This is an optimization exercise on Yosys and OpenROAD, whose aim is small area and a short achievable clock period, not a production implementation. Where RTL was checked, it was by simulation tests only, not by an equivalence proof against the original.

==> flow/design.v (excerpt) <==
module part2 (
    clear,
    clock,
    digit,
    digit_valid,
    end_of_line,
    total,
    line_result
);
Size: about 2,800 cells after synthesis, ~0.016 mm^2 of cells after synthesis.
export LEC_CHECK = 0
export ABC_AREA = 1
export CAP_MARGIN = 20
export CORE_MARGIN = 2
export CORE_UTILIZATION = 40
export CTS_BUF_LIST = sky130_fd_sc_hd__clkbuf_8
export GPL_ROUTABILITY_DRIVEN = 0
export SETUP_SLACK_MARGIN = 2.75
export SLEW_MARGIN = 20
create_clock -name core_clock -period 6.5 [get_ports {clock}]
standard.sh (not shown) runs the stock make flow with config.mk's settings and CLKGATE_MAP_FILE= SYNTH_SCRIPT=/design/flow/synth_recipe.tcl, a recipe that flattens the netlist after the stock synthesis.
==> flow/flow/run.sh <==
#!/bin/bash
# The standard layout (standard.sh), with these changes:
#  - synthesis leaves adders to ABC as plain gates (ADDER_MAP_FILE empty: no
#    full or half adder cells), so ABC can restructure the arithmetic;
#  - ABC's area script maps for a delay target (flow/abc_area.script) instead
#    of the unreachable default, so it can recover area off the critical paths;
set -euo pipefail
here=$(pwd)
rm -rf "$here/synth_scripts"
cp -r "$FLOW_HOME/scripts" "$here/synth_scripts"
cp "$here/flow/abc_area.script" "$here/synth_scripts/abc_area.script"
bash standard.sh ADDER_MAP_FILE= SCRIPTS_DIR="$here/synth_scripts" synth > synth.log 2>&1
export BUFFER_PORTS_ARGS="-buffer_cell sky130_fd_sc_hd__buf_2"
bash standard.sh ADDER_MAP_FILE= "BUFFER_PORTS_ARGS=$BUFFER_PORTS_ARGS" finish > layout.log 2>&1
==> flow/flow/abc_area.script <==
strash
dch -f
map -D 2500 -A 0.9
topo
stime -c
buffer -c
upsize -c -D 2500
dnsize -c -D 2500
The baseline completed with no timing, DRC or antenna violations.
Next try:
- CORE_UTILIZATION: 40 -> 45
- GPL_ROUTABILITY_DRIVEN: 0 -> not set
After rerunning: Clock skew barely changes; non-clock buffer count climbs by 1; count of clock-buffer cells in the layout climbs by 1; setup slack hardly moves.
Next try:
- CORE_UTILIZATION: 45 -> 40
- CTS_BUF_LIST: sky130_fd_sc_hd__clkbuf_8 -> sky130_fd_sc_hd__clkbuf_4 sky130_fd_sc_hd__clkbuf_8
Outcome:
- The changed run completed without violations
- cell area barely changes
- maximum frequency hardly moves
- cell count increases by 1.8%
- sequential cell count is unchanged
- setup slack got worse by 0.0097 ns


part2, a different RTL version from the one above (not shown whole).
Size in the first run: ~2800 cells after synthesis, ~170 flip-flops, roughly 16000 um^2 of cells after synthesis.
// part2
module part2 (
    clear,
    clock,
    digit,
    digit_valid,
    end_of_line,
    total,
    line_result
);
==> flow/config.mk <==
export PLATFORM = sky130hd
export DESIGN_NAME = part2
export DESIGN_NICKNAME = part2
export VERILOG_FILES = /design/flow/design.v
export SDC_FILE = /design/flow/constraint.sdc
export NUM_CORES = 4
export LEC_CHECK = 0
export ABC_AREA = 1
export CAP_MARGIN = 20
export CORE_MARGIN = 2
export CORE_UTILIZATION = 40
export SETUP_SLACK_MARGIN = 2.2
export SLEW_MARGIN = 20
==> flow/constraint.sdc <==
create_clock -name core_clock -period 6.5 [get_ports {clock}]
set_input_delay 1.3000 -clock core_clock [delete_from_list [all_inputs] [get_ports {clock}]]
set_output_delay 1.3000 -clock core_clock [all_outputs]
set_load 0.01 [all_outputs]
==> flow/flow/abc_area.script <==
strash
dch
map -D 3500
topo
stime -c
buffer -c
upsize -c -D 3500
dnsize -c -D 3500
Scripts as last shown in full above: flow/flow/run.sh
The baseline finished with timing, DRC and antenna clean.
Edit:
==> flow/flow/run.sh (replaced) <==
#!/bin/bash
set -euo pipefail
here=$(pwd)
rm -rf "$here/synth_scripts"
cp -r "$FLOW_HOME/scripts" "$here/synth_scripts"
cp "$here/flow/abc_area.script" "$here/synth_scripts/abc_area.script"
bash standard.sh ADDER_MAP_FILE= SCRIPTS_DIR="$here/synth_scripts" synth > synth.log 2>&1
bash standard.sh ADDER_MAP_FILE= finish > layout.log 2>&1
==> flow/flow/abc_area.script (replaced) <==
strash
dch
map -D 3000
topo
stime -c
buffer -c
upsize -c -D 3000
dnsize -c -D 3000
--- a/flow/config.mk
+++ b/flow/config.mk
@@ -9,5 +9,5 @@
 export CAP_MARGIN = 20
 export CORE_MARGIN = 2
-export CORE_UTILIZATION = 40
+export CORE_UTILIZATION = 65
 export SETUP_SLACK_MARGIN = 2.2
 export SLEW_MARGIN = 20
Effect:
- area after synthesis grows by 1.5%
- final area decreases by 5.4%
- synthesized cell count stays the same
Edit:
==> flow/flow/run.sh (replaced) <==
#!/bin/bash
# The standard layout (standard.sh), with these changes:
#  - synthesis leaves adders to ABC as plain gates (ADDER_MAP_FILE empty: no
#    full or half adder cells), so ABC can restructure the arithmetic;
#  - ABC's area script maps for a delay target (flow/abc_area.script) instead
#    of the unreachable default, so it can recover area off the critical paths;
set -euo pipefail
here=$(pwd)
rm -rf "$here/synth_scripts"
cp -r "$FLOW_HOME/scripts" "$here/synth_scripts"
cp "$here/flow/abc_area.script" "$here/synth_scripts/abc_area.script"
bash standard.sh ADDER_MAP_FILE= SCRIPTS_DIR="$here/synth_scripts" synth > synth.log 2>&1
export BUFFER_PORTS_ARGS="-buffer_cell sky130_fd_sc_hd__buf_2"
bash standard.sh ADDER_MAP_FILE= "BUFFER_PORTS_ARGS=$BUFFER_PORTS_ARGS" finish > layout.log 2>&1
==> flow/flow/abc_area.script (replaced) <==
strash
dch -f
map -D 3000
topo
stime -c
buffer -c
upsize -c -D 3000
dnsize -c -D 3000
--- a/flow/config.mk
+++ b/flow/config.mk
@@ -9,5 +9,5 @@
 export CAP_MARGIN = 20
 export CORE_MARGIN = 2
-export CORE_UTILIZATION = 65
+export CORE_UTILIZATION = 40
 export SETUP_SLACK_MARGIN = 2.2
 export SLEW_MARGIN = 20
What happened: Count of clock-buffer cells in the layout went up by 2. Setup slack gains 0.11 ns.
Edit:
==> flow/flow/run.sh (replaced) <==
#!/bin/bash
set -euo pipefail
here=$(pwd)
rm -rf "$here/synth_scripts"
cp -r "$FLOW_HOME/scripts" "$here/synth_scripts"
cp "$here/flow/abc_area.script" "$here/synth_scripts/abc_area.script"
bash standard.sh ADDER_MAP_FILE= SCRIPTS_DIR="$here/synth_scripts" synth > synth.log 2>&1
bash standard.sh ADDER_MAP_FILE= finish > layout.log 2>&1
==> flow/flow/abc_area.script (replaced) <==
strash
dch
map -D 3000
topo
stime -c
buffer -c
upsize -c -D 3000
dnsize -c -D 3000
Result: The changed run passed the timing, DRC and antenna checks. Non-clock buffer count goes up by 8. Wire length goes up by 1.2%. Worst setup slack gets worse by 0.021 ns. Die area goes up by 1.3%. Cell count goes up by 0.62%. Hold slack gets better by 0.0040 ns. Global-route usage barely changes. Utilization goes up by 2.6 points. Fmax goes down by 0.50%. Clock-buffer cell count stays the same.
Edit:
==> flow/flow/run.sh (replaced) <==
#!/bin/bash
# The standard layout (standard.sh), with these changes:
#  - synthesis leaves adders to ABC as plain gates (ADDER_MAP_FILE empty: no
#    full or half adder cells), so ABC can restructure the arithmetic;
#  - ABC's area script maps for a delay target (flow/abc_area.script) instead
#    of the unreachable default, so it can recover area off the critical paths;
set -euo pipefail
here=$(pwd)
rm -rf "$here/synth_scripts"
cp -r "$FLOW_HOME/scripts" "$here/synth_scripts"
cp "$here/flow/abc_area.script" "$here/synth_scripts/abc_area.script"
bash standard.sh ADDER_MAP_FILE= SCRIPTS_DIR="$here/synth_scripts" synth > synth.log 2>&1
export BUFFER_PORTS_ARGS="-buffer_cell sky130_fd_sc_hd__buf_2"
bash standard.sh ADDER_MAP_FILE= "BUFFER_PORTS_ARGS=$BUFFER_PORTS_ARGS" finish > layout.log 2>&1
==> flow/flow/abc_area.script (replaced) <==
strash
dch -f
map -D 3000 -A 0.9
topo
stime -c
buffer -c
upsize -c -D 3000
dnsize -c -D 3000
Worst hold slack gets worse by 0.012 ns.
Critical path depth went down by 4.
Clock-buffer cell count goes down by 2.
Non-clock buffer count decreases by 26.
Worst setup slack improves by 0.091 ns.
Cell area fell by 4.0%.
Die area climbs by 0.77%.
Register-to-register slack improved by 0.05 ns.
Edit:
==> flow/run.sh (new file) <==
#!/bin/bash
# synth_recipe.tcl (not shown) runs the flow's synth.tcl, then flattens the netlist and writes it again
# the make line also repeats each setting of config.mk as NAME=value (left out here)
make -C /OpenROAD-flow-scripts/flow DESIGN_CONFIG=/design/flow/config.mk WORK_HOME=/design/flow/orfs CLKGATE_MAP_FILE= SYNTH_SCRIPT=/design/flow/synth_recipe.tcl finish
--- a/flow/config.mk
+++ b/flow/config.mk
@@ -10,4 +10,4 @@
 export CORE_MARGIN = 2
 export CORE_UTILIZATION = 40
-export SETUP_SLACK_MARGIN = 2.2
+export SETUP_SLACK_MARGIN = 2.0
 export SLEW_MARGIN = 20
removed: flow/flow/run.sh
removed: flow/flow/abc_area.script
removed: flow/standard.sh
The changed run passed the timing, DRC and antenna checks.
Routed wire length came out higher by a few percent.
Global-route usage decreases by 0.34 points.
Worst setup slack is worse by 0.71 ns.
Final cell count shrinks by about a fifth.
Design area rose by about a fifth.
Die area increases by a few percent.
Via count came out lower by roughly a tenth.
Clock-buffer cell count is unchanged.


Another version of the RTL of part2 (not shown whole).
Size: roughly 2800 cells after synthesis, roughly 160 flip-flops, roughly 0.016 mm2 of cells after synthesis.
export LEC_CHECK = 0
export ABC_AREA = 1
export CAP_MARGIN = 20
export CORE_MARGIN = 2
export CORE_UTILIZATION = 40
export SETUP_SLACK_MARGIN = 2.6
export SLEW_MARGIN = 20
create_clock -name core_clock -period 6.5 [get_ports {clock}]
==> flow/flow/run.sh <==
#!/bin/bash
# The standard layout (standard.sh), with these changes:
#  - synthesis leaves adders to ABC as plain gates (ADDER_MAP_FILE empty: no
#    full or half adder cells), so ABC can restructure the arithmetic;
#  - ABC's area script maps for a delay target (flow/abc_area.script) instead
#    of the unreachable default, so it can recover area off the critical paths;
set -euo pipefail
here=$(pwd)
rm -rf "$here/synth_scripts"
cp -r "$FLOW_HOME/scripts" "$here/synth_scripts"
cp "$here/flow/abc_area.script" "$here/synth_scripts/abc_area.script"
bash standard.sh ADDER_MAP_FILE= SCRIPTS_DIR="$here/synth_scripts" synth > synth.log 2>&1
export BUFFER_PORTS_ARGS="-buffer_cell sky130_fd_sc_hd__buf_2"
bash standard.sh ADDER_MAP_FILE= "BUFFER_PORTS_ARGS=$BUFFER_PORTS_ARGS" finish > layout.log 2>&1
==> flow/flow/abc_area.script <==
strash
dch -f
map -D 2500 -A 0.9
topo
stime -c
buffer -c
upsize -c -D 2500
dnsize -c -D 2500
Change:
- CORE_UTILIZATION: 40 -> 50
=>
- The changed run completed with no timing, DRC or antenna violations
- utilization rose by 11 points
- design area goes down by 0.47%
- clock skew rose by 4.4 ps
- critical path depth does not change
- via count increases by 0.47%
- count of clock-buffer cells in the layout shrinks by 3
- setup slack gets worse by 27 ps
- worst hold slack loses 4.0 ps
Change:
==> flow/flow/abc_area.script (replaced) <==
strash
dch -f
map -D 2500 -A 2
topo
stime -c
buffer -c
upsize -c -D 2500
dnsize -c -D 2500
- CORE_UTILIZATION: 50 -> 40
What happened: Core utilization drops by 11 points. Hold slack is about the same. Sequential cell count does not change. Non-clock buffer count does not change. Routed wire length climbs by 3.6%.
No run of this note included a check of the RTL's function; only the layout flow was run.


== xenon ==
Another version of the RTL of part2 (not shown whole).
Size in the first run: about 160 flip-flops, ~120 I/O pins, about 0.016 mm2 of cells after synthesis.
==> flow/config.mk <==
export PLATFORM = sky130hd
export DESIGN_NAME = part2
export DESIGN_NICKNAME = part2
export VERILOG_FILES = /design/flow/design.v
export SDC_FILE = /design/flow/constraint.sdc
export NUM_CORES = 4
export LEC_CHECK = 0
export ABC_AREA = 1
export CAP_MARGIN = 20
export CORE_MARGIN = 2
export CORE_UTILIZATION = 40
export SETUP_SLACK_MARGIN = 2.6
export SLEW_MARGIN = 20
==> flow/constraint.sdc <==
create_clock -name core_clock -period 6.5 [get_ports {clock}]
set_input_delay 1.3000 -clock core_clock [delete_from_list [all_inputs] [get_ports {clock}]]
set_output_delay 1.3000 -clock core_clock [all_outputs]
set_load 0.01 [all_outputs]
==> flow/flow/abc_area.script <==
strash
dch -f
map -D 2500 -A 0.9
topo
stime -c
buffer -c
upsize -c -D 2500
dnsize -c -D 2500
Scripts as last shown in full above: flow/flow/run.sh
The following lists how willow was set up differently from xenon:
- a change of SETUP_SLACK_MARGIN from 2.6 to 2.75
### Flow results
- Summary of willow over xenon: netlist area before placement now sits at about the same level, detailed-route via count now sits at about the same level.
- Final cell count: willow vs xenon up 14
- Re number of buffers added for setup after CTS: no difference whatsoever between willow and xenon.
- willow vs. xenon: final routed wirelength across all metal layers went up by 0.76%, final cycle utilization of the critical path dropped 1.1 points, design area has increased, logic depth of the worst register-to-register path has increased.
No run of this note included a check of the RTL's function; only the layout flow was run.


Setup of job 2140:
part2 with an RTL version that a note above also has.
Size: about 120 I/O pins, about 16000 µm² of cells after synthesis.
export LEC_CHECK = 0
export ABC_AREA = 1
export CAP_MARGIN = 20
export CORE_MARGIN = 2
export CORE_UTILIZATION = 40
export CTS_CLUSTER_DIAMETER = 100
export CTS_CLUSTER_SIZE = 40
export SETUP_SLACK_MARGIN = 2.75
export SLEW_MARGIN = 20
create_clock -name core_clock -period 6.5 [get_ports {clock}]
Scripts as last shown in full above: flow/flow/run.sh, flow/flow/abc_area.script
The inputs of job 5629 differ from those of job 2140 as listed below.
Settings: clearing CTS_CLUSTER_DIAMETER, which used to be 100; clearing CTS_CLUSTER_SIZE, which used to be 40; putting CTS_BUF_LIST at sky130_fd_sc_hd__clkbuf_8 where nothing was set.
==> flow/flow/abc_area.script <==
strash
dch -f
map -D 2300 -A 0.9
topo
stime -c
buffer -c
upsize -c -D 2300
dnsize -c -D 2300
--- outcome ---
Job 5629 vs. job 2140: worst hold slack closely matched the old numbers; total number of tap cells increased by 1.4% relative to the old numbers; synthesis-to-finish area growth decreased by 0.33 points relative to the old numbers; final worst-path cycle share closely matched the old numbers; final worst slack decreased by 0.0088 ns relative to the old numbers.
Here is what was changed in the inputs of job 1325 compared with job 5629.
==> flow/flow/abc_area.script <==
strash
dch -f
map -D 2500 -A 0.9
topo
stime -c
buffer -c
upsize -c -D 2500
dnsize -c -D 2500
Notes after the runs:
Job 1325 vs job 5629: area enclosed by the die boundary down by a few percent. The largest net degree at the start of global routing in job 5629 is 0.72 times that in job 1325. Hold slack, job 1325 and job 5629: larger value in job 1325.
Edits applied to the flow inputs when going from job 1325 to job 2636:
Settings: SETUP_SLACK_MARGIN now 2.6, was 2.75; CTS_BUF_LIST no longer set, was sky130_fd_sc_hd__clkbuf_8.
## What came out
Via count (job 2636 over job 1325): decrease, about 0.7%
[compare] base=job 1325 new=job 2636: post-route core utilization now smaller; minimum hold slack now smaller.
For sequential share of layout area, job 2636 and job 1325 come out practically identical.
Input changes introduced in job 6643 (baseline for comparison: job 2636):
Settings: a change of SETUP_SLACK_MARGIN from 2.6 to 3.05.
## What came out
Compared with job 2636, the detailed router inserted more vias in job 6643.
Between job 2636 and job 6643, the difference in multi-input combinational gate total is negligible.
The worst setup slack after layout reported for job 6643 is greater than that of job 2636 by 0.14 ns.
[job 6643 vs job 2636] count of plain and timing-repair buffers: higher in job 6643
Multi-input gate share of total cell area is higher on job 2636
Job 6643 vs job 2636 on half-perimeter wire length of the detailed placement result: job 6643 is the higher one.

-- what the ideal ports hide --
In the flow no input, the clock included, has a driving cell. The finished layouts below were timed again as built, in two steps.
Step 1, drivers: a clkbuf_16 drives clock and a buf_2 each remaining input, both assumed.
Step 2 moves the port delays by t, midway between the first and last clock arrival at a register: inputs arrive t later, outputs are due t later. That takes back most of the time a late clock gives input paths.
Slacks: ideal ports / drivers / drivers and shift; pairs: ideal ports / drivers.
run	shift t [ns]	setup slack, ns	hold slack, ns	slew at the worst register clock pin (ns)	cell pins on the clock port's net
the first run of note 1	0.575	2.908 / 2.852 / 2.650	0.477 / 0.477 / 0.477	0.10 / 0.10	1
the second run of note 1	0.536	2.909 / 2.858 / 2.535	0.475 / 0.475 / 0.475	0.10 / 0.10	1
the third run of note 1	0.565	2.899 / 2.848 / 2.621	0.480 / 0.480 / 0.480	0.10 / 0.10	1
the first run of note 2	0.518	2.358 / 2.358 / 2.232	0.468 / 0.468 / 0.468	0.08 / 0.08	1
the second run of note 2	0.493	2.346 / 2.305 / 1.883	0.468 / 0.468 / 0.468	0.08 / 0.08	1
the third run of note 2	0.517	2.456 / 2.402 / 2.077	0.471 / 0.471 / 0.471	0.07 / 0.07	1
the fourth run of note 2	0.511	2.436 / 2.419 / 1.953	0.475 / 0.475 / 0.475	0.07 / 0.07	1
the fifth run of note 2	0.517	2.526 / 2.470 / 2.533	0.464 / 0.464 / 0.464	0.08 / 0.08	1
the sixth run of note 2	0.517	1.813 / 1.813 / 1.787	0.468 / 0.468 / 0.468	0.08 / 0.08	1
the first run of note 3	0.513	2.820 / 2.769 / 2.471	0.475 / 0.475 / 0.475	0.07 / 0.07	1
the second run of note 3	0.504	2.793 / 2.738 / 2.468	0.471 / 0.471 / 0.471	0.08 / 0.08	1
the third run of note 3	0.534	2.786 / 2.729 / 2.537	0.468 / 0.468 / 0.468	0.08 / 0.08	1
xenon	0.519	2.835 / 2.781 / 2.375	0.465 / 0.465 / 0.465	0.08 / 0.08	1
willow	0.513	2.903 / 2.850 / 2.520	0.471 / 0.471 / 0.471	0.07 / 0.07	1
job 2140	0.514	2.861 / 2.805 / 2.688	0.477 / 0.477 / 0.477	0.07 / 0.07	1
job 5629	0.566	2.852 / 2.801 / 2.522	0.475 / 0.475 / 0.475	0.11 / 0.11	1
job 1325	0.565	2.899 / 2.848 / 2.621	0.480 / 0.480 / 0.480	0.10 / 0.10	1
job 2636	0.516	2.789 / 2.733 / 2.480	0.477 / 0.477 / 0.477	0.07 / 0.07	1
job 6643	0.520	2.929 / 2.872 / 2.751	0.472 / 0.472 / 0.472	0.07 / 0.07	1
After both steps every run listed still meets setup and hold. For the fourth run of note 2, which loses most, drivers alone change the setup slack by -0.017 ns; drivers and shift together by -0.483 ns.
